This is an optimization exercise on Yosys and OpenROAD, whose aim is small area, not a production implementation. Only simulation tests tie the RTL to the original design; equivalence was not proved. Power figures rest on the tool's default switching activity, not on a simulated workload.

==> flow/design.v, too long to show whole: its modules and the start of the top module <==
// module GraphicDriver: 4247 lines
module GraphicDriver(clk, reset, VGA_HS, VGA_VS, VGA_R, VGA_G, VGA_B, VGA_SYNC_N, VGA_BLANK_N, KEY, enable, getAttack, blood1, blood2, magic, life, command);
  // ...
==> flow/flow/run.sh <==
#!/bin/bash
# Own layout flow: the standard synthesis, then the combinational logic of its
# netlist is re-mapped for area (flip-flop cells and their names are kept),
# then the standard ORFS flow from floorplan on, with 1x port buffers.
# Every tool's output goes to a log file of its own in this folder.
set -euo pipefail
W=$PWD
R=$W/orfs/results/sky130hd/GraphicDriver/base
LIB=$FLOW_HOME/platforms/sky130hd/lib/sky130_fd_sc_hd__tt_025C_1v80.lib

# 1. standard synthesis
bash standard.sh synth > $W/log_1_standard_synth.log 2>&1
cp $R/1_2_yosys.v $W/std_1_2_yosys.v

# 2. re-map the combinational logic for area
DU=$(sed -n '/DONT_USE_CELLS += /,/^#/p' $FLOW_HOME/platforms/sky130hd/config.mk | grep -o 'sky130_fd_sc_hd__[a-z0-9_]*' | sed 's/^/-dont_use /' | tr '\n' ' ')
cp $W/flow/remap.abc $W/remap.abc
cat > $W/remap.ys <<EOS
read_liberty -ignore_miss_func $LIB
read_verilog $W/std_1_2_yosys.v
hierarchy -top GraphicDriver
setattr -mod -set keep_hierarchy 1 sky130_fd_sc_hd__dfxtp_1
flatten
opt_clean -purge
abc -D 8000 -script $W/remap.abc -liberty $LIB $DU
opt_clean -purge
hilomap -singleton -hicell sky130_fd_sc_hd__conb_1 HI -locell sky130_fd_sc_hd__conb_1 LO
insbuf -buf sky130_fd_sc_hd__buf_4 A X
opt_clean -purge
select GraphicDriver
write_verilog -noattr -noexpr -selected $W/remapped.v
EOS
yosys -s $W/remap.ys > $W/log_2_remap.log 2>&1
cp $W/remapped.v $R/1_2_yosys.v
rm -f $R/1_synth.odb $R/1_synth.sdc
bash standard.sh synth > $W/log_3_synth_odb.log 2>&1

# 3. floorplan to final layout
bash standard.sh BUFFER_PORTS_ARGS="-buffer_cell sky130_fd_sc_hd__buf_1" finish > $W/log_4_finish.log 2>&1
==> flow/flow/remap.abc <==
strash; balance; dch -f; map -D 4500; topo; buffer -c; upsize -c; dnsize -c
==> flow/standard.sh <==
#!/bin/bash
# synth_recipe.tcl (not shown) runs the flow's synth.tcl, then flattens the netlist and writes it again
# the make line also repeats each setting of config.mk as NAME=value (left out here)
make -C /OpenROAD-flow-scripts/flow DESIGN_CONFIG=/design/flow/config.mk WORK_HOME=/design/flow/orfs CLKGATE_MAP_FILE= SYNTH_SCRIPT=/design/flow/synth_recipe.tcl "${@:-finish}"
==> flow/config.mk <==
export PLATFORM = sky130hd
export DESIGN_NAME = GraphicDriver
export DESIGN_NICKNAME = GraphicDriver
export VERILOG_FILES = /design/flow/design.v
export SDC_FILE = /design/flow/constraint.sdc
export NUM_CORES = 4
export LEC_CHECK = 0
export ABC_AREA = 1
export CAP_MARGIN = 20
export CORE_MARGIN = 2
export CORE_UTILIZATION = 50
export GPL_TIMING_DRIVEN = 0
export SETUP_SLACK_MARGIN = 0.2
export SLEW_MARGIN = 20
==> flow/constraint.sdc <==
create_clock -name core_clock -period 8.0 [get_ports {clk}]
set_input_delay 1.6000 -clock core_clock [delete_from_list [all_inputs] [get_ports {clk}]]
set_output_delay 1.6000 -clock core_clock [all_outputs]
set_load 0.01 [all_outputs]
==> metrics.md, run 1 <==
| Metric | Value |
|---|---|
| Met2 wire length | `19660 um` |
| First-pass GRT wire length | `70540 um` |
| Crit path required time | `8220 ps` |
| Outcome | `finished clean` |
| Routed wl met3 | `5925 um` |
| Layout Skew | `16.15 ps` |
| TritonCTS clock tree | `yes` |
| Tap cells | `265` |
| Worst-path clk slew | `80 ps` |
| Largest net degree at the start of global routing | `19` |
| CP Max Fanout | `18` |
| DP Area | `0.01070 sq mm` |
| Layout cells sized above 1 | `0.1058` |
| IO Pins | `86` |
| DR top layer | `met4` |
| Ys Warns | `1` |
| Inverters | `296` |
| Tcrit/Tclk final | `0.9350` |
| Crit-path most repeated cell | `nand2_1` |
| Seq Cell Count | `86` |
| GRT overflow | `0` |
| Final Wtd Congestion | `1.075` |
| Final Cell Area | `0.01100 sq mm` |
| Core region area | `0.01959 sq mm` |
| Clk pwr share | `0.220` |
| Vias in the first global route | `12150` |
| CTS resizes | `0` |
| Register share of the cell area | `0.1566` |
| Clk Latency, worst-skew pair | `350 ps` |
| Top pwr grp | `combinational logic` |
| Die Span X | `145.8 um` |
| Placed Cells | `2063` |
| Seq pwr share | `0.236` |
| CTS sink count | `86` |
| WL met1 | `17210 um` |
| Comb power frac | `0.543` |
| Setup CP Type | `reg -> reg` |
| Clock root buffer | `clkbuf_16` |
| Most frequent cells in the layout | `nor2_1, nand2_1, inv_1` |
==> inputs of run 2 (changes only) <==
--- a/flow/config.mk
+++ b/flow/config.mk
@@ -9,6 +9,7 @@
 export CAP_MARGIN = 20
 export CORE_MARGIN = 2
 export CORE_UTILIZATION = 50
+export CTS_BUF_LIST = sky130_fd_sc_hd__clkbuf_8
 export GPL_TIMING_DRIVEN = 0
 export SETUP_SLACK_MARGIN = 0.2
 export SLEW_MARGIN = 20
==> metrics.md, run 2 <==
| Metric | Value |
|---|---|
| HPWL Detailed | `36850 um (unchanged)` |
| IO Pins | `86 (unchanged)` |
| Tcrit/Tclk final | `0.9392 (was 0.9350)` |
| Final hold vios | `0 (unchanged)` |
| TritonCTS clock tree | `yes (unchanged)` |
| Relative slew slack | `0.2111 (was 0.1963)` |
| Top delay family on crit path | `simple AND/OR/NAND/NOR gates (unchanged)` |
| Height of the chip | `145.8 um (unchanged)` |
| Layout cells sized above 1 | `0.1058 (unchanged)` |
| Pre-CTS WS | `1065 ps (unchanged)` |
| F_max | `133.1 MHz (was 133.7 MHz)` |
| Crit-path most repeated cell | `nand2_1 (unchanged)` |
| Ys Warns | `1 (unchanged)` |
| CP Max Fanout | `18 (unchanged)` |
| Commonest non-fill, non-tap cell in the layout | `nor2_1 (unchanged)` |
| Die Span X | `145.8 um (unchanged)` |
| Final Slew Violations | `0 (unchanged)` |
| Routed wire length | `46910 um (about the same)` |
| Final Wtd Congestion | `1.075 (unchanged)` |
| CP Data Arrival Time | `7770 ps (was 7700 ps)` |
| Num CTS Buffers | `9 (unchanged)` |
| Final setup fails | `0 (unchanged)` |
| First-pass GRT wire length | `70550 um (was 70540 um)` |
| Core region area | `0.01959 sq mm (unchanged)` |
| PD cells | `170.6 mW/mm^2 (was 178.6 mW/mm^2)` |
| Lkg Pwr | `4.721 nW (was 4.767 nW)` |
| Average size of a mapped cell | `5.859 sq um (unchanged)` |
| Placed Cells | `2063 (unchanged)` |
| WL/cell | `22.57 um (about the same)` |
| I/O Buffers | `77 (unchanged)` |
| CP Capture Type | `flip-flop (unchanged)` |
| Largest net degree at the start of global routing | `19 (unchanged)` |
| Cell count after synthesis | `1715 (unchanged)` |
| Clock root buffer | `clkbuf_8 (was clkbuf_16)` |
| Post-CTS Hold Buffers | `0 (unchanged)` |
| Drt drc | `0 (unchanged)` |
| Worst-path clk slew | `120 ps (was 80 ps)` |
| Final setup margin | `486.0 ps (was 519.7 ps)` |
| Rows | `51 (unchanged)` |
| Clk Latency, worst-skew pair | `390 ps (was 350 ps)` |
| Synthesized area | `0.01005 sq mm (unchanged)` |
| Outcome | `finished clean (unchanged)` |
| Max_cap viols | `0 (unchanged)` |
| Setup tns final | `0 ps (unchanged)` |
| RSZ-0062 raised after global routing | `no (unchanged)` |
| CTS resizes | `0 (unchanged)` |
| Vias post-DR | `13230 (was 13210)` |
| Final cell count without fillers | `2079 (unchanged)` |
| DIE AREA | `0.02125 sq mm (unchanged)` |
| Peak VDD IR | `0.09649 mV (was 0.1286 mV)` |
| N_diodes | `0 (unchanged)` |
| Area grow syn2layout | `8.429% (was 9.438%)` |
| H-tree levels | `3 (unchanged)` |
| GRT overflow | `0 (unchanged)` |
| Drt via density | `6.363 (was 6.352)` |
| Most frequent cells in the layout | `nor2_1, nand2_1, inv_1 (unchanged)` |
| Initial antenna violation count | `0 (unchanged)` |
| CP peak stage delay | `930 ps (was 890 ps)` |
| Crit path required time | `8250 ps (was 8220 ps)` |
| Min Tclk post-route | `7514 ps (was 7480 ps)` |
| Iteration-0 DRC Markers | `1945 (was 1924)` |
| Antenna Nets Post-Route | `0 (unchanged)` |
| Buf/Inv on CP | `5 (unchanged)` |
| Setup CP Type | `reg -> reg (unchanged)` |
| Vias in the first global route | `12120 (was 12150)` |
| Worst-Margin Slew | `1179 ps (was 1201 ps)` |
| Total Routing Usage GR | `0.4281 (was 0.4276)` |
| Critical path's slowest cell | `dfxtp_1 (unchanged)` |
| Min-Delay Path Class | `reg -> reg (unchanged)` |
| Layout Skew | `27.68 ps (was 16.15 ps)` |
| Initial Util | `0.5129 (unchanged)` |
| CTS Buffer Depth | `2 (unchanged)` |
| Layout net count | `1861 (unchanged)` |
| CTS sink count | `86 (unchanged)` |
| Pre-antenna DRT Iters | `6 (was 7)` |
| Startpoint types | `flip-flop (unchanged)` |
| Post-CTS Setup Bufs | `0 (unchanged)` |
==> run 2: cell types whose count changed in the layout (fill, tap and decap cells not counted) <==
cell / previous run / this run
clkbuf_8: 0 / 9
clkbuf_16: 9 / 0
==> run 2: final timing paths <==
kind / depth (start not counted) / slack, ps / to / start
setup reg to reg: 34 / 490 / s1[3]$_SDFF_PN0_ / X[5]$_SDFF_PP0_
hold / removal: 1 / 400 / pressed1$_SDFF_PP0_ / k2_ps$_DFF_P_
hold reg to reg: 1 / 400 / pressed1$_SDFF_PP0_ / k2_ps$_DFF_P_
setup / recovery: 34 / 490 / s1[3]$_SDFF_PN0_ / X[5]$_SDFF_PP0_
==> run 2: report_power, final <==
group          internal (mW)  switching (mW)
logic                  0.267           0.802
registers              0.439          0.0254
clock network          0.123           0.201
==> run 2: final cells by class <==
cell class	instances	area (sq um)
Clock buffer	9	123.9
Timing Repair Buffer	77	289.0
Buffer	21	141.4
Multi-Input combinational cell	1318	7062
Tap cell	265	331.6
Sequential cell	86	1722
Inverter	296	1152
Fill cell	1980	8695
Clock inverter	7	73.82
==> run 2: per-stage QoR <==
stage | util | hold WS [ps] | area [sq um] | power [mW]
finish | 0.5562 | 400.1 | 10900 | 1.859
global placement | 0.5458 | 371.4 | 10690 | 1.482
global route | 0.5562 | 421.3 | 10900 | 1.922
CTS | 0.5562 | 403.3 | 10900 | 1.788
floorplan | - | 366.1 | 10070 | 1.147
detailed placement | 0.5461 | 389.0 | 10700 | 1.471
==> run 2: routing by layer <==
metal  part of all wire  vias up  GRT usage
met5                  0        -          0
met4              0.086        0     0.2819
met3               0.12      294     0.1166
met2               0.42     1059     0.6639
met1               0.37     5892     0.5200
li1                   -     5983          -
==> inputs of run 3 (changes only) <==
--- a/flow/config.mk
+++ b/flow/config.mk
@@ -8,8 +8,7 @@
 export ABC_AREA = 1
 export CAP_MARGIN = 20
 export CORE_MARGIN = 2
-export CORE_UTILIZATION = 50
-export CTS_BUF_LIST = sky130_fd_sc_hd__clkbuf_8
+export CORE_UTILIZATION = 55
 export GPL_TIMING_DRIVEN = 0
-export SETUP_SLACK_MARGIN = 0.2
+export SETUP_SLACK_MARGIN = 0.05
 export SLEW_MARGIN = 20
==> metrics.md, run 3 <==
| Metric | Value |
|---|---|
| Outcome | `finished clean (unchanged)` |
| N_diodes | `0 (unchanged)` |
| I/O Buffers | `77 (unchanged)` |
| Vias in the first global route | `12420 (was 12120)` |
| Clock root buffer | `clkbuf_16 (was clkbuf_8)` |
| Fillers | `1738 (was 1980)` |
| GRT overflow | `0 (unchanged)` |
| Final cell count without fillers | `2043 (was 2079)` |
| Min-Delay Path Class | `reg -> reg (unchanged)` |
| Drt via density | `6.635 (was 6.363)` |
| Commonest non-fill, non-tap cell in the layout | `nor2_1 (unchanged)` |
| Average size of a mapped cell | `5.859 sq um (unchanged)` |
| Total power | `1.995 mW (was 1.859 mW)` |
| Placed Cells | `2027 (was 2063)` |
| Layout cells sized above 1 | `0.1069 (was 0.1058)` |
| Worst-path clk slew | `80 ps (was 120 ps)` |
| CTS sink count | `86 (unchanged)` |
| First-pass GRT wire length | `71840 um (was 70550 um)` |
| Crit Reg-Reg Startpoint | `X[2]$_SDFF_PP1_ (was X[5]$_SDFF_PP0_)` |
| Rows | `49 (was 51)` |
| CTS Buffer Depth | `2 (unchanged)` |
| Area grow syn2layout | `9.040% (was 8.429%)` |
| Clk Latency, worst-skew pair | `350 ps (was 390 ps)` |
| Final hold slack | `373.5 ps (was 400.1 ps)` |
| Initial antenna violation count | `1 (was 0)` |
| Initial Util | `0.5594 (was 0.5129)` |
| Hold path start | `k3_ps$_DFF_P_ (was k2_ps$_DFF_P_)` |
| Reg area | `0.001724 sq mm (was 0.001722 sq mm)` |
| Layout Skew | `15.68 ps (was 27.68 ps)` |
| Net Switching | `1.067 mW (was 1.029 mW)` |
| Height of the chip | `139.2 um (was 145.8 um)` |
| Hold EP | `pressed2$_SDFF_PP0_ (was pressed1$_SDFF_PP0_)` |
| Internal Pwr Total | `0.9280 mW (was 0.8294 mW)` |
| Post-CTS Hold Buffers | `0 (unchanged)` |
| Most frequent cells in the layout | `nor2_1, nand2_1, inv_1 (unchanged)` |
| Crit path required time | `8210 ps (was 8250 ps)` |
| IO Pins | `86 (unchanged)` |
| Final hold vios | `0 (unchanged)` |
| Worst hold path depth | `1 (unchanged)` |
| Seq pwr share | `0.233 (was 0.250)` |
| F_max | `132.1 MHz (was 133.1 MHz)` |
| CP Capture Type | `flip-flop (unchanged)` |
| Min Tclk post-route | `7567 ps (was 7514 ps)` |
| Iteration-0 DRC Markers | `2244 (was 1945)` |
| Worst-Margin Slew | `1093 ps (was 1179 ps)` |
| Synthesized area | `0.01005 sq mm (unchanged)` |
| Final setup fails | `0 (unchanged)` |
| Relative slew slack | `0.2666 (was 0.2111)` |
| Antenna Nets Post-Route | `0 (unchanged)` |
| Multi-input gate area | `0.007062 sq mm (unchanged)` |
| Final Wtd Congestion | `1.113 (was 1.075)` |
| Die Span X | `139.2 um (was 145.8 um)` |
| Final Slew Violations | `0 (unchanged)` |
| Max_cap viols | `0 (unchanged)` |
| RSZ-0062 raised after global routing | `no (unchanged)` |
| Peak VDD IR | `0.1233 mV (was 0.09649 mV)` |
| Cell count after synthesis | `1715 (unchanged)` |
| Vias post-DR | `13560 (was 13230)` |
| Routed wire length | `47980 um (was 46910 um)` |
| Largest net degree at the start of global routing | `19 (unchanged)` |
| Ys Warns | `1 (unchanged)` |
| Comb power frac | `0.547 (was 0.575)` |
| Net Sw Frac | `0.5348 (was 0.5537)` |
| Total Routing Usage GR | `0.4779 (was 0.4281)` |
| HPWL Detailed | `36610 um (was 36850 um)` |
| Reg2reg end | `s1[3]$_SDFF_PN0_ (unchanged)` |
| FF-to-FF setup slack | `430 ps (was 490 ps)` |
| Drt drc | `0 (unchanged)` |
| Startpoint types | `flip-flop (unchanged)` |
| H-tree levels | `3 (unchanged)` |
| WL/cell | `23.48 um (was 22.57 um)` |
| Setup tns final | `0 ps (unchanged)` |
| TritonCTS clock tree | `yes (unchanged)` |
| Tcrit/Tclk final | `0.9459 (was 0.9392)` |
| CP Max Fanout | `9 (was 18)` |
| Worst Reg2Reg Path Length in Cells | `27 (was 34)` |
| PD cells | `182.1 mW/mm^2 (was 170.6 mW/mm^2)` |
| Pre-antenna DRT Iters | `8 (was 6)` |
| DIE AREA | `0.01937 sq mm (was 0.02125 sq mm)` |
| CP Data Arrival Time | `7780 ps (was 7770 ps)` |
| Layout net count | `1861 (unchanged)` |
| Core region area | `0.01796 sq mm (was 0.01959 sq mm)` |
| Clk pwr share | `0.220 (was 0.175)` |
| Num CTS Buffers | `9 (unchanged)` |
| Setup CP Type | `reg -> reg (unchanged)` |
| Lkg Pwr | `4.769 nW (was 4.721 nW)` |
## run 3: worst max path at each step
stage / startpoint / endpoint / depth (start not counted) / slack, ps
2_1_floorplan: X[6]$_SDFF_PP0_ / s1[0]$_SDFF_PP1_ / 37 / 2990
3_3_place_gp: Y[3]$_SDFFE_PP1P_ / s1[3]$_SDFF_PN0_ / 36 / 1030
3_5_place_dp: X[5]$_SDFF_PP0_ / s1[3]$_SDFF_PN0_ / 33 / 1080
4_1_cts: X[5]$_SDFF_PP0_ / s1[3]$_SDFF_PN0_ / 33 / 1020
5_1_grt: X[7]$_SDFF_PP0_ / s1[3]$_SDFF_PN0_ / 30 / 120
6_report: X[2]$_SDFF_PP1_ / s1[3]$_SDFF_PN0_ / 27 / 430
## run 3: critical path: stages, from the launching register on
cell and delay, ps:
dfxtp_1 550, inv_6 90, nor2_1 210, nor2_1 70, nor2_1 820, clkinv_1 780
nor2_1 770, nor2_1 190, a21oi_1 210, a21oi_2 170, xor2_1 180, o22ai_1 180
nand2_2 180, xor2_2 380, o2111ai_2 200, a2111oi_4 510, nand3_1 250, nand2_1 120
o21ai_1 140, nand3_1 170, nand2_1 130, inv_2 90, nand2_1 70, o21ai_0 330
nand2_1 110, nand2_1 100, a31oi_1 90, o41ai_1 330
## run 3: area by class of cell
class / count / share of cell area
inverter: 296 / 0.1052
clock buffer: 9 / 0.02055
multi-input combinational: 1318 / 0.6445
timing repair buffer: 77 / 0.02638
sequential: 86 / 0.1574
buffer: 21 / 0.01290
tap: 229 / 0.02615
clock inverter: 7 / 0.006966
## run 3: layer usage
metal / part of all wire / global-route usage / vias to the layer above
met5: 0.00015 / 0 / -
met4: 0.095 / 0.3472 / 2
met3: 0.14 / 0.1550 / 344
met2: 0.41 / 0.7293 / 1187
met1: 0.35 / 0.5632 / 6035
li1: - / - / 5987
## run 3: through the flow
step           area, sq um  worst slack (ps)  utilization
3_3_place_gp         10650              1034       0.5927
3_5_place_dp         10650              1082       0.5930
2_1_floorplan        10070              2992            -
4_1_cts              10950              1025       0.6098
5_1_grt              10960             115.9       0.6099
6_report             10960             432.6       0.6099
## run 3: repair_timing
action / 4_1_cts / 5_1_grt
gates resized for setup: 0 / 2
endpoints found under the setup margin: 0 / 1
setup buffers: 0 / 0
## run 3: power by group through the flow
stage | Sequential (mW) | Clock [mW] | Combinational [mW]
floorplan | 0.466 | 0 | 0.681
global placement | 0.473 | 0 | 1.00
detailed placement | 0.474 | 0 | 0.998
CTS | 0.464 | 0.427 | 1.00
global route | 0.466 | 0.448 | 1.12
finish | 0.465 | 0.439 | 1.09
==> inputs of run 4 (changes only) <==
==> flow/flow/remap.abc (replaced) <==
strash; balance; dch -f; map -D 4500 -a; topo; buffer -c; upsize -c; dnsize -c
--- a/flow/config.mk
+++ b/flow/config.mk
@@ -8,7 +8,7 @@
 export ABC_AREA = 1
 export CAP_MARGIN = 20
 export CORE_MARGIN = 2
-export CORE_UTILIZATION = 55
+export CORE_UTILIZATION = 50
 export GPL_TIMING_DRIVEN = 0
-export SETUP_SLACK_MARGIN = 0.05
+export SETUP_SLACK_MARGIN = 0.2
 export SLEW_MARGIN = 20
==> metrics.md, run 4 <==
| Metric | Value |
|---|---|
| CP peak stage delay | `530 ps (was 820 ps)` |
| Lkg Pwr | `4.748 nW (was 4.769 nW)` |
| Final Wtd Congestion | `1.095 (was 1.113)` |
| Relative slew slack | `0.2290 (was 0.2666)` |
| Rows | `51 (was 49)` |
| Most frequent cells in the layout | `nor2_1, inv_1, nand2_1 (was nor2_1, nand2_1, inv_1)` |
| H-tree levels | `3 (unchanged)` |
| Antenna Nets Post-Route | `0 (unchanged)` |
| Num CTS Buffers | `9 (unchanged)` |
| Initial antenna violation count | `1 (unchanged)` |
| Layout cells sized above 1 | `0.1106 (was 0.1069)` |
| Layout net count | `1874 (was 1861)` |
| TritonCTS clock tree | `yes (unchanged)` |
| Outcome | `finished clean (unchanged)` |
| Final Cell Area | `0.01095 sq mm (was 0.01096 sq mm)` |
| Pre-antenna DRT Iters | `6 (was 8)` |
| WL/cell | `22.06 um (was 23.48 um)` |
| Final setup margin | `519.4 ps (was 432.6 ps)` |
| Min-Delay Path Class | `reg -> reg (unchanged)` |
| Core region area | `0.01953 sq mm (was 0.01796 sq mm)` |
| F_max | `133.7 MHz (was 132.1 MHz)` |
| Clk Latency, worst-skew pair | `350 ps (about the same)` |
| Final Slew Violations | `0 (unchanged)` |
| Synthesized area | `0.009977 sq mm (was 0.01005 sq mm)` |
| Commonest non-fill, non-tap cell in the layout | `nor2_1 (unchanged)` |
| Average size of a mapped cell | `5.777 sq um (was 5.859 sq um)` |
| First-pass GRT wire length | `69270 um (was 71840 um)` |
| Worst-path clk slew | `80 ps (about the same)` |
| CTS sink count | `86 (unchanged)` |
| Peak VDD IR | `0.1031 mV (was 0.1233 mV)` |
| Min Tclk post-route | `7481 ps (was 7567 ps)` |
| DP Area | `0.01064 sq mm (was 0.01065 sq mm)` |
| Largest net degree at the start of global routing | `20 (was 19)` |
| CP Max Fanout | `8 (was 9)` |
| Post-Route Utilization | `0.5608 (was 0.6099)` |
| Final setup fails | `0 (unchanged)` |
| Max_cap viols | `0 (unchanged)` |
| Tcrit/Tclk final | `0.9351 (was 0.9459)` |
| Setup CP Type | `reg -> reg (unchanged)` |
| Final hold vios | `0 (unchanged)` |
| DIE AREA | `0.02110 sq mm (was 0.01937 sq mm)` |
| Die Span X | `145.3 um (was 139.2 um)` |
| I/O Buffers | `77 (unchanged)` |
| Worst-Margin Slew | `1152 ps (was 1093 ps)` |
| Drt drc | `0 (unchanged)` |
| Critical path's slowest cell | `dfxtp_1 (was nor2_1)` |
| Crit path required time | `8190 ps (was 8210 ps)` |
| Height of the chip | `145.3 um (was 139.2 um)` |
| Vias post-DR | `13170 (was 13560)` |
| RSZ-0062 raised after global routing | `no (unchanged)` |
| PD cells | `173.1 mW/mm^2 (was 182.1 mW/mm^2)` |
| GRT overflow | `0 (unchanged)` |
| Routed wire length | `46150 um (was 47980 um)` |
| Vias in the first global route | `12070 (was 12420)` |
| Ys Warns | `1 (unchanged)` |
| Clock root buffer | `clkbuf_16 (unchanged)` |
| IO Pins | `86 (unchanged)` |
| Initial Util | `0.5110 (was 0.5594)` |
| N_diodes | `0 (unchanged)` |
| Final hold slack | `383.0 ps (was 373.5 ps)` |
| Total Routing Usage GR | `0.4222 (was 0.4779)` |
| Cell count after synthesis | `1727 (was 1715)` |
| CP Capture Type | `flip-flop (unchanged)` |
| CP Data Arrival Time | `7670 ps (was 7780 ps)` |
| HPWL Detailed | `36430 um (was 36610 um)` |
| CTS Buffer Depth | `2 (unchanged)` |
| Layout Skew | `12.14 ps (was 15.68 ps)` |
| Area grow syn2layout | `9.757% (was 9.040%)` |
| Iteration-0 DRC Markers | `1884 (was 2244)` |
| Setup tns final | `0 ps (unchanged)` |
| Crit-path most repeated cell | `nand2_1` |
| Pre-CTS WS | `725.0 ps (was 1082 ps)` |
| Drt via density | `6.296 (was 6.635)` |
| Fillers | `2025 (was 1738)` |
| Startpoint types | `flip-flop (unchanged)` |
## run 4: final cells by class
cell class | count | area (sq um) | share of cell area
buffer | 20 | 128.9 | 0.01177
clock buffer | 9 | 225.2 | 0.02057
clock inverter | 7 | 72.57 | 0.006627
inverter | 312 | 1211 | 0.1106
multi-input combinational | 1315 | 6958 | 0.6354
sequential | 86 | 1724 | 0.1574
tap | 265 | 331.6 | 0.03028
timing repair buffer | 78 | 299.0 | 0.02731
## run 4: where the power goes
| group | internal [mW] | switching [mW] |
|---|---|---|
| clock network | 0.220 | 0.197 |
| logic | 0.246 | 0.767 |
| registers | 0.439 | 0.0264 |
## run 4: per-stage QoR
| stage | instances | total power [mW] |
|---|---|---|
| final | 2092 | 1.896 |
| after global routing | 2092 | 1.964 |
| after CTS | 2092 | 1.830 |
| after detailed placement | 2076 | 1.418 |
| after global placement | 2075 | 1.421 |
| after floorplan | 1733 | 1.105 |
## run 4: what timing repair did
action / 4_1_cts / 5_1_grt
buffers inserted: 0 / 0
resized for setup: 0 / 5
hold buffers: 0 / 0
setup endpoints to repair: 0 / 9
## run 4: critical path, delay by kind of cell, from the launching register on
| kind | cells | cell delay (ps) |
|---|---|---|
| and+or+nand+nor | 18 | 3630 |
| AOI/OAI and AO/OA | 9 | 1910 |
| buffers and inverters | 5 | 920 |
| DFF | 1 | 530 |
| xor gates and xnor gates | 2 | 330 |
## run 4: path summary, 6_finish.rpt
path | from | end | slack (ps) | depth (start not counted)
hold reg to reg | k2_ps$_DFF_P_ | pressed1$_SDFF_PP0_ | 380 | 1
hold / removal | k2_ps$_DFF_P_ | pressed1$_SDFF_PP0_ | 380 | 1
setup reg to reg | X[2]$_SDFF_PP1_ | s1[3]$_SDFF_PN0_ | 520 | 34
setup / recovery | X[2]$_SDFF_PP1_ | s1[3]$_SDFF_PN0_ | 520 | 34
## run 4: per-layer routing
layer,track usage,share of wire,up-vias
met4,0.2833,0.086,2
met3,0.1107,0.13,280
met5,0,0.00024,-
met2,0.6398,0.41,1036
li1,-,-,6000
met1,0.5251,0.37,5854
==> inputs of run 5 (changes only) <==
--- a/flow/config.mk
+++ b/flow/config.mk
@@ -9,6 +9,7 @@
 export CAP_MARGIN = 20
 export CORE_MARGIN = 2
 export CORE_UTILIZATION = 50
+export CTS_BUF_LIST = sky130_fd_sc_hd__clkbuf_8
 export GPL_TIMING_DRIVEN = 0
 export SETUP_SLACK_MARGIN = 0.2
 export SLEW_MARGIN = 20
==> metrics.md, run 5 <==
| Metric | Value |
|---|---|
| Height of the chip | `145.3 um (unchanged)` |
| CP Data Arrival Time | `7740 ps (was 7670 ps)` |
| Startpoint types | `flip-flop (unchanged)` |
| Seq pwr share | `0.260 (was 0.246)` |
| Rows | `51 (unchanged)` |
| N_diodes | `0 (unchanged)` |
| Die Span X | `145.3 um (unchanged)` |
| Most frequent cells in the layout | `nor2_1, inv_1, nand2_1 (unchanged)` |
| Average size of a mapped cell | `5.777 sq um (unchanged)` |
| Post-CTS Setup Bufs | `0 (unchanged)` |
| Critical path's slowest cell | `dfxtp_1 (unchanged)` |
| Fillers | `2041 (was 2025)` |
| Layout cells sized above 1 | `0.1106 (unchanged)` |
| WL/cell | `22.05 um (was 22.06 um)` |
| Iteration-0 DRC Markers | `1920 (was 1884)` |
| Comb power frac | `0.569 (was 0.534)` |
| DP Area | `0.01064 sq mm (unchanged)` |
| Vias in the first global route | `12060 (was 12070)` |
| Total Routing Usage GR | `0.4225 (was 0.4222)` |
| Crit path required time | `8220 ps (was 8190 ps)` |
| Lkg Pwr | `4.702 nW (was 4.748 nW)` |
| F_max | `132.9 MHz (was 133.7 MHz)` |
| Worst-Margin Slew | `1191 ps (was 1152 ps)` |
| Initial antenna violation count | `1 (unchanged)` |
| H-tree levels | `3 (unchanged)` |
| Final setup fails | `0 (unchanged)` |
| Ys Warns | `1 (unchanged)` |
| Net Sw Frac | `0.5485 (was 0.5222)` |
| CTS resizes | `0 (unchanged)` |
| Peak VDD IR | `0.1034 mV (was 0.1031 mV)` |
| Final Slew Violations | `0 (unchanged)` |
| CP peak stage delay | `550 ps (was 530 ps)` |
| Outcome | `finished clean (unchanged)` |
| Final hold vios | `0 (unchanged)` |
| Drt via density | `6.304 (was 6.296)` |
| CP Capture Type | `flip-flop (unchanged)` |
| Internal Pwr Total | `0.8079 mW (was 0.9058 mW)` |
| TritonCTS clock tree | `yes (unchanged)` |
| Antenna Nets Post-Route | `0 (unchanged)` |
| Post-CTS Hold Buffers | `0 (unchanged)` |
| Max_cap viols | `0 (unchanged)` |
| Layout Skew | `17.45 ps (was 12.14 ps)` |
| Worst-path clk slew | `110 ps (was 80 ps)` |
| Top delay family on crit path | `simple AND/OR/NAND/NOR gates (unchanged)` |
| PD cells | `164.9 mW/mm^2 (was 173.1 mW/mm^2)` |
| CP Max Fanout | `8 (unchanged)` |
| Clock root buffer | `clkbuf_8 (was clkbuf_16)` |
| Initial Util | `0.5110 (unchanged)` |
| Setup CP Type | `reg -> reg (unchanged)` |
| Num CTS Buffers | `9 (unchanged)` |
| Min Tclk post-route | `7526 ps (was 7481 ps)` |
| Relative slew slack | `0.2029 (was 0.2290)` |
| GRT overflow | `0 (unchanged)` |
| First-pass GRT wire length | `69320 um (was 69270 um)` |
| Final Cell Area | `0.01085 sq mm (was 0.01095 sq mm)` |
| Cell count after synthesis | `1727 (unchanged)` |
| Synthesized area | `0.009977 sq mm (unchanged)` |
| Setup tns final | `0 ps (unchanged)` |
| I/O Buffers | `77 (unchanged)` |
| RSZ-0062 raised after global routing | `no (unchanged)` |
| IO Pins | `86 (unchanged)` |
| Drt drc | `0 (unchanged)` |
| Routed wire length | `46120 um (was 46150 um)` |
| CTS sink count | `86 (unchanged)` |
| Final Wtd Congestion | `1.095 (unchanged)` |
| Tcrit/Tclk final | `0.9408 (was 0.9351)` |
| Min-Delay Path Class | `reg -> reg (unchanged)` |
| Net Switching | `0.9814 mW (was 0.9901 mW)` |
| Vias post-DR | `13190 (was 13170)` |
| Buf/Inv on CP | `5 (unchanged)` |
| HPWL Detailed | `36430 um (unchanged)` |
| Largest net degree at the start of global routing | `20 (unchanged)` |
| Core region area | `0.01953 sq mm (unchanged)` |
| Pre-antenna DRT Iters | `13 (was 6)` |
| Commonest non-fill, non-tap cell in the layout | `nor2_1 (unchanged)` |
| Area grow syn2layout | `8.741% (was 9.757%)` |
| Layout net count | `1874 (unchanged)` |
| Clk pwr share | `0.171 (was 0.220)` |
| CTS Buffer Depth | `2 (unchanged)` |
| Crit-path most repeated cell | `nand2_1 (unchanged)` |
| DIE AREA | `0.02110 sq mm (unchanged)` |
| Clk Latency, worst-skew pair | `380 ps (was 350 ps)` |
[run 5: cell type report]
type	count	area [sq um]	share of cell area
Buffer	20	128.9	0.01188
Clock buffer	9	123.9	0.01142
Clock inverter	7	72.57	0.006689
Inverter	312	1211	0.1116
Multi-Input combinational cell	1315	6958	0.6413
Sequential cell	86	1724	0.1589
Tap cell	265	331.6	0.03056
Timing Repair Buffer	78	299.0	0.02756
[run 5: worst paths after layout]
path                          to  depth (start not counted)            start  slack (ps)
min reg2reg  pressed1$_SDFF_PP0_                          1    k2_ps$_DFF_P_         390
max reg2reg     s1[3]$_SDFF_PN0_                         34  X[2]$_SDFF_PP1_         470
min          pressed1$_SDFF_PP0_                          1    k2_ps$_DFF_P_         390
max             s1[3]$_SDFF_PN0_                         34  X[2]$_SDFF_PP1_         470
[run 5: layer usage]
layer	part of all wire	vias to the layer above	wire length (um)	global-route usage
met1	0.38	5832	17400	0.5295
met3	0.13	272	5872	0.1123
met4	0.084	2	3891	0.2824
met2	0.41	1065	18940	0.6346
li1	-	6018	-	-
met5	0.00024	-	11	0
[run 5: power by group through the flow]
stage	combinational (mW)	clock, mW	sequential, mW
final	1.02	0.305	0.466
after global routing	1.06	0.326	0.467
after CTS	0.948	0.307	0.464
after detailed placement	0.944	0	0.474
after global placement	0.946	0	0.475
after floorplan	0.639	0	0.466
[run 5: metrics by stage]
step | power, mW | utilization | setup WS, ps | std cells | hold slack [ps]
2_1_floorplan | 1.105 | - | 2655 | 1733 | 366.1
3_3_place_gp | 1.421 | 0.5439 | 466.3 | 2075 | 370.6
3_5_place_dp | 1.418 | 0.5447 | 725.0 | 2076 | 373.5
4_1_cts | 1.720 | 0.5547 | 645.4 | 2092 | 387.2
5_1_grt | 1.854 | 0.5556 | 265.6 | 2092 | 390.5
6_report | 1.789 | 0.5556 | 473.7 | 2092 | 387.0

## re-timing with driven ports
No port has a modelled driver above. Below, the same layouts with a new extraction and two added sets of constraints.
Step 1 (the two cells are an assumption about what drives the block):
set clk [get_ports {clk}]
set_driving_cell -lib_cell sky130_fd_sc_hd__clkbuf_16 $clk
set_driving_cell -lib_cell sky130_fd_sc_hd__buf_2 [delete_from_list [all_inputs] $clk]
Step 2 times the ports against the registers' clock, not the clock port: input delays grow and output delays shrink by t, the midpoint of the rising clock arrivals with the driver on.
Three values: no drivers, after step 1, after step 2; two values: the first two.
run	t, ns	setup slack, ns	worst register clock-pin slew, ns
run 1	0.387	0.520 / 0.520 / 0.520	0.08 / 0.08
run 2	0.415	0.486 / 0.486 / 0.486	0.12 / 0.12
run 3	0.392	0.433 / 0.433 / 0.433	0.08 / 0.08
run 4	0.392	0.519 / 0.519 / 0.519	0.08 / 0.08
run 5	0.409	0.474 / 0.474 / 0.474	0.11 / 0.11
After both steps every run listed still meets setup and hold.
